From an optimization exercise on the open Yosys and OpenROAD flow, aimed at small area; shortcuts taken in it are not production practice. In this exercise RTL edits were held to simulation tests only and were not proved equivalent to the original. Power and IR drop assume default switching activity.

onyx:
==> flow/design.v (excerpt) <==
module dataPath(
	input IRload,JMPmux, PCload, Meminst, MemWr, Aload, Reset, Clock, Sub,In,
	input [1:0] Asel,
	input [7:0] Input,
	output Aeq0, Apos,
	output [4:0] Address,
	output wire [2:0] IR,
	output [7:0] Output, RAM_Q);
For scale: about 570 cells after synthesis, about 46 I/O pins, about 0.011 mm^2 of cells after synthesis.
clock: 4.0 ns
lec_check: 0
cap_margin: 0
core_margin: 2
core_utilization: 70
gpl_timing_driven: 0
setup_slack_margin: 0.1
slew_margin: 0
synth_hierarchical: 1
standard.sh (not shown) runs the stock make flow with config.mk's settings and CLKGATE_MAP_FILE= SYNTH_SCRIPT=/design/flow/synth_recipe.tcl, a recipe that flattens the netlist after the stock synthesis.
==> flow/flow/run.sh <==
#!/bin/bash
# The standard layout, with these changes: the port buffers are buf_1 cells instead of the
# clkdlybuf4s50_1 that buffer_ports picks by default, the buffers that abc left in the netlist
# are removed before placement, and CTS builds the tree from small clock buffers and adds no
# dummy loads.
set -euo pipefail
export REMOVE_ABC_BUFFERS=1
export BUFFER_PORTS_ARGS="-buffer_cell sky130_fd_sc_hd__buf_1"
export CTS_ARGS="-sink_clustering_enable -repair_clock_nets -buf_list sky130_fd_sc_hd__clkbuf_8 -sink_clustering_size 20 -sink_clustering_max_diameter 70 -dont_use_dummy_load"
bash standard.sh > standard.log 2>&1
onyx reached the final stage; the timing, DRC and antenna checks on its layout passed.
Modified inputs, indigo compared to onyx
diff --git a/flow/flow/run.sh b/flow/flow/run.sh
--- a/flow/flow/run.sh
+++ b/flow/flow/run.sh
@@ -8,3 +8,3 @@
 export BUFFER_PORTS_ARGS="-buffer_cell sky130_fd_sc_hd__buf_1"
-export CTS_ARGS="-sink_clustering_enable -repair_clock_nets -buf_list sky130_fd_sc_hd__clkbuf_8 -sink_clustering_size 20 -sink_clustering_max_diameter 70 -dont_use_dummy_load"
+export CTS_ARGS="-sink_clustering_enable -repair_clock_nets -buf_list sky130_fd_sc_hd__clkbuf_4 -sink_clustering_size 10 -sink_clustering_max_diameter 60 -dont_use_dummy_load"
 bash standard.sh > standard.log 2>&1
### Flow results
Compared indigo against onyx; share of the core filled with cells in the final layout within noise. Summary of indigo over onyx: final wirelength increased 230 um, pin slew with the least headroom to its limit increased 10 ps.
diff inputs: indigo => willow
- swapping 0.1 for 0 in SETUP_SLACK_MARGIN
diff --git a/flow/flow/run.sh b/flow/flow/run.sh
--- a/flow/flow/run.sh
+++ b/flow/flow/run.sh
@@ -8,3 +8,3 @@
 export BUFFER_PORTS_ARGS="-buffer_cell sky130_fd_sc_hd__buf_1"
-export CTS_ARGS="-sink_clustering_enable -repair_clock_nets -buf_list sky130_fd_sc_hd__clkbuf_4 -sink_clustering_size 10 -sink_clustering_max_diameter 60 -dont_use_dummy_load"
+export CTS_ARGS="-sink_clustering_enable -repair_clock_nets -buf_list sky130_fd_sc_hd__clkbuf_4 -sink_clustering_size 11 -sink_clustering_max_diameter 60 -dont_use_dummy_load"
 bash standard.sh > standard.log 2>&1
[summary]
Higher final design area excluding fillers among willow and indigo: indigo
willow vs indigo on relative area change from synthesis to final layout: willow is the lower one.
The number of gates resized after CTS in willow sits 1 below the value recorded for indigo.
Taking indigo as the reference, in willow wire length reported by the detailed router stayed essentially flat, via total after detailed routing fell by 0.62%.
Comparing indigo against willow, there is no change at all in clock sink count.
indigo ended up with a[0] as its critical path launch point; willow ended up with Sub.
Sort willow and indigo by required time at the worst-slack endpoint asc -> top: indigo
Here is what was changed in the inputs of tundra compared with willow.
- SETUP_SLACK_MARGIN changed from 0 to 0.1
There was hardly any difference in sequential share of layout area between tundra and willow.
tundra vs willow — maximum frequency climbed by a few percent
tundra reports a lower final critical-path share of the clock period than willow does.

Another version of the RTL of dataPath (not shown whole).
Size: about 580 cells after synthesis, ~290 flip-flops, about 11,000 um2 of cells after synthesis.
Settings: LEC_CHECK=0, CAP_MARGIN=0, CORE_MARGIN=2, CORE_UTILIZATION=70, GPL_TIMING_DRIVEN=0, SETUP_SLACK_MARGIN=0.1, SLEW_MARGIN=0, SYNTH_HIERARCHICAL=1; clock period 4.0 ns.
==> flow/flow/run.sh <==
#!/bin/bash
# The standard layout, with these changes: the port buffers are buf_1 cells instead of the
# clkdlybuf4s50_1 that buffer_ports picks by default, the buffers that abc left in the netlist
# are removed before placement, and CTS builds the tree from small clock buffers and adds no
# dummy loads.
set -euo pipefail
export REMOVE_ABC_BUFFERS=1
export BUFFER_PORTS_ARGS="-buffer_cell sky130_fd_sc_hd__buf_1"
export CTS_ARGS="-sink_clustering_enable -repair_clock_nets -buf_list sky130_fd_sc_hd__clkbuf_4 -sink_clustering_size 9 -sink_clustering_max_diameter 80 -dont_use_dummy_load"
bash standard.sh > standard.log 2>&1
Rerun with:
--- a/flow/flow/run.sh
+++ b/flow/flow/run.sh
@@ -7,4 +7,4 @@
 export REMOVE_ABC_BUFFERS=1
 export BUFFER_PORTS_ARGS="-buffer_cell sky130_fd_sc_hd__buf_1"
-export CTS_ARGS="-sink_clustering_enable -repair_clock_nets -buf_list sky130_fd_sc_hd__clkbuf_4 -sink_clustering_size 9 -sink_clustering_max_diameter 80 -dont_use_dummy_load"
+export CTS_ARGS="-sink_clustering_enable -repair_clock_nets -buf_list sky130_fd_sc_hd__clkbuf_4 -sink_clustering_size 10 -sink_clustering_max_diameter 60 -dont_use_dummy_load"
 bash standard.sh > standard.log 2>&1
Effect: The new run finished with timing, DRC and antenna clean. Sequential share of layout area is higher by 0.15 points. Routed wire length stays flat. Die area is unchanged. Cell count came out lower by 0.35%. Global-route usage stays flat. Cell area stays flat. Via count went down by 0.75%. Worst setup slack gets worse by 21 ps.

Setup of before:
dataPath, a different RTL version from the one above (not shown whole).
Size in the first run: ~290 flip-flops, about 46 I/O pins.
Settings: LEC_CHECK=0, CAP_MARGIN=0, CORE_MARGIN=2, CORE_UTILIZATION=70, GPL_TIMING_DRIVEN=0, SETUP_SLACK_MARGIN=0.05, SLEW_MARGIN=0, SYNTH_HIERARCHICAL=1; clock period 4.0 ns.
==> flow/flow/run.sh <==
#!/bin/bash
# The standard layout, with these changes: the port buffers are buf_1 cells instead of the
# clkdlybuf4s50_1 that buffer_ports picks by default, the buffers that abc left in the netlist
# are removed before placement, and CTS builds the tree from small clock buffers and adds no
# dummy loads.
set -euo pipefail
export REMOVE_ABC_BUFFERS=1
export BUFFER_PORTS_ARGS="-buffer_cell sky130_fd_sc_hd__buf_1"
export CTS_ARGS="-sink_clustering_enable -repair_clock_nets -buf_list sky130_fd_sc_hd__clkbuf_4 -sink_clustering_size 10 -sink_clustering_max_diameter 60 -dont_use_dummy_load"
bash standard.sh > standard.log 2>&1
before: no failed stages, no open violations at the end
Setup changes, before to after
--- a/flow/config.mk
+++ b/flow/config.mk
@@ -9,3 +9,3 @@
 export CORE_MARGIN = 2
-export CORE_UTILIZATION = 70
+export CORE_UTILIZATION = 80
 export GPL_TIMING_DRIVEN = 0
### Flow results
after — final-layout worst hold slack 7.0 ps lower, before as reference
The sequential share of layout area on after is in line with that on before.
The number of buffers and inverters on the critical path was comparable across before and after.
Taking before as the reference, in after floorplan die height has decreased; global-route wire length before repair has increased.
[after] via count rose 251 relative to before
Compared with before, after shows power that has gone up slightly.
Compared with before, after has extra setup slack.

==> static timing again, ports no longer ideal <==
The flow's constraints put no driver on any port. The routed layouts listed below were extracted and timed again, unchanged, in two steps.
Step 1: set_driving_cell puts a clkbuf_16 on Clock and a buf_2 on each other input, an assumption about the parent block.
Step 2, shift: input delay + t, output delay - t, t = (earliest + latest rising clock arrival at the registers) / 2. This alone moves slack from input paths to output paths.
Three values: ideal ports, drivers, drivers and shift; two values: the first two.
| run | t (ns) | setup slack, ns | clock arrival spread, ns |
|---|---|---|---|
| onyx | 0.561 | 0.237 / 0.249 / -0.312 | 0.032 / 0.032 |
| indigo | 0.655 | 0.248 / 0.248 / -0.342 | 0.041 / 0.041 |
| willow | 0.699 | 0.139 / 0.142 / -0.556 | 0.068 / 0.067 |
| tundra | 0.698 | 0.240 / 0.240 / -0.346 | 0.064 / 0.064 |
| the first run of note 2 | 0.650 | 0.248 / 0.248 / -0.303 | 0.058 / 0.058 |
| the second run of note 2 | 0.653 | 0.227 / 0.227 / -0.292 | 0.043 / 0.043 |
| before | 0.637 | 0.093 / 0.107 / -0.531 | 0.051 / 0.051 |
| after | 0.643 | 0.149 / 0.163 / -0.480 | 0.046 / 0.045 |
Met with ideal ports but missed after step 2: setup timing in every run listed. For willow, which loses most, drivers alone change the setup slack by +0.003 ns; drivers and shift together by -0.695 ns.
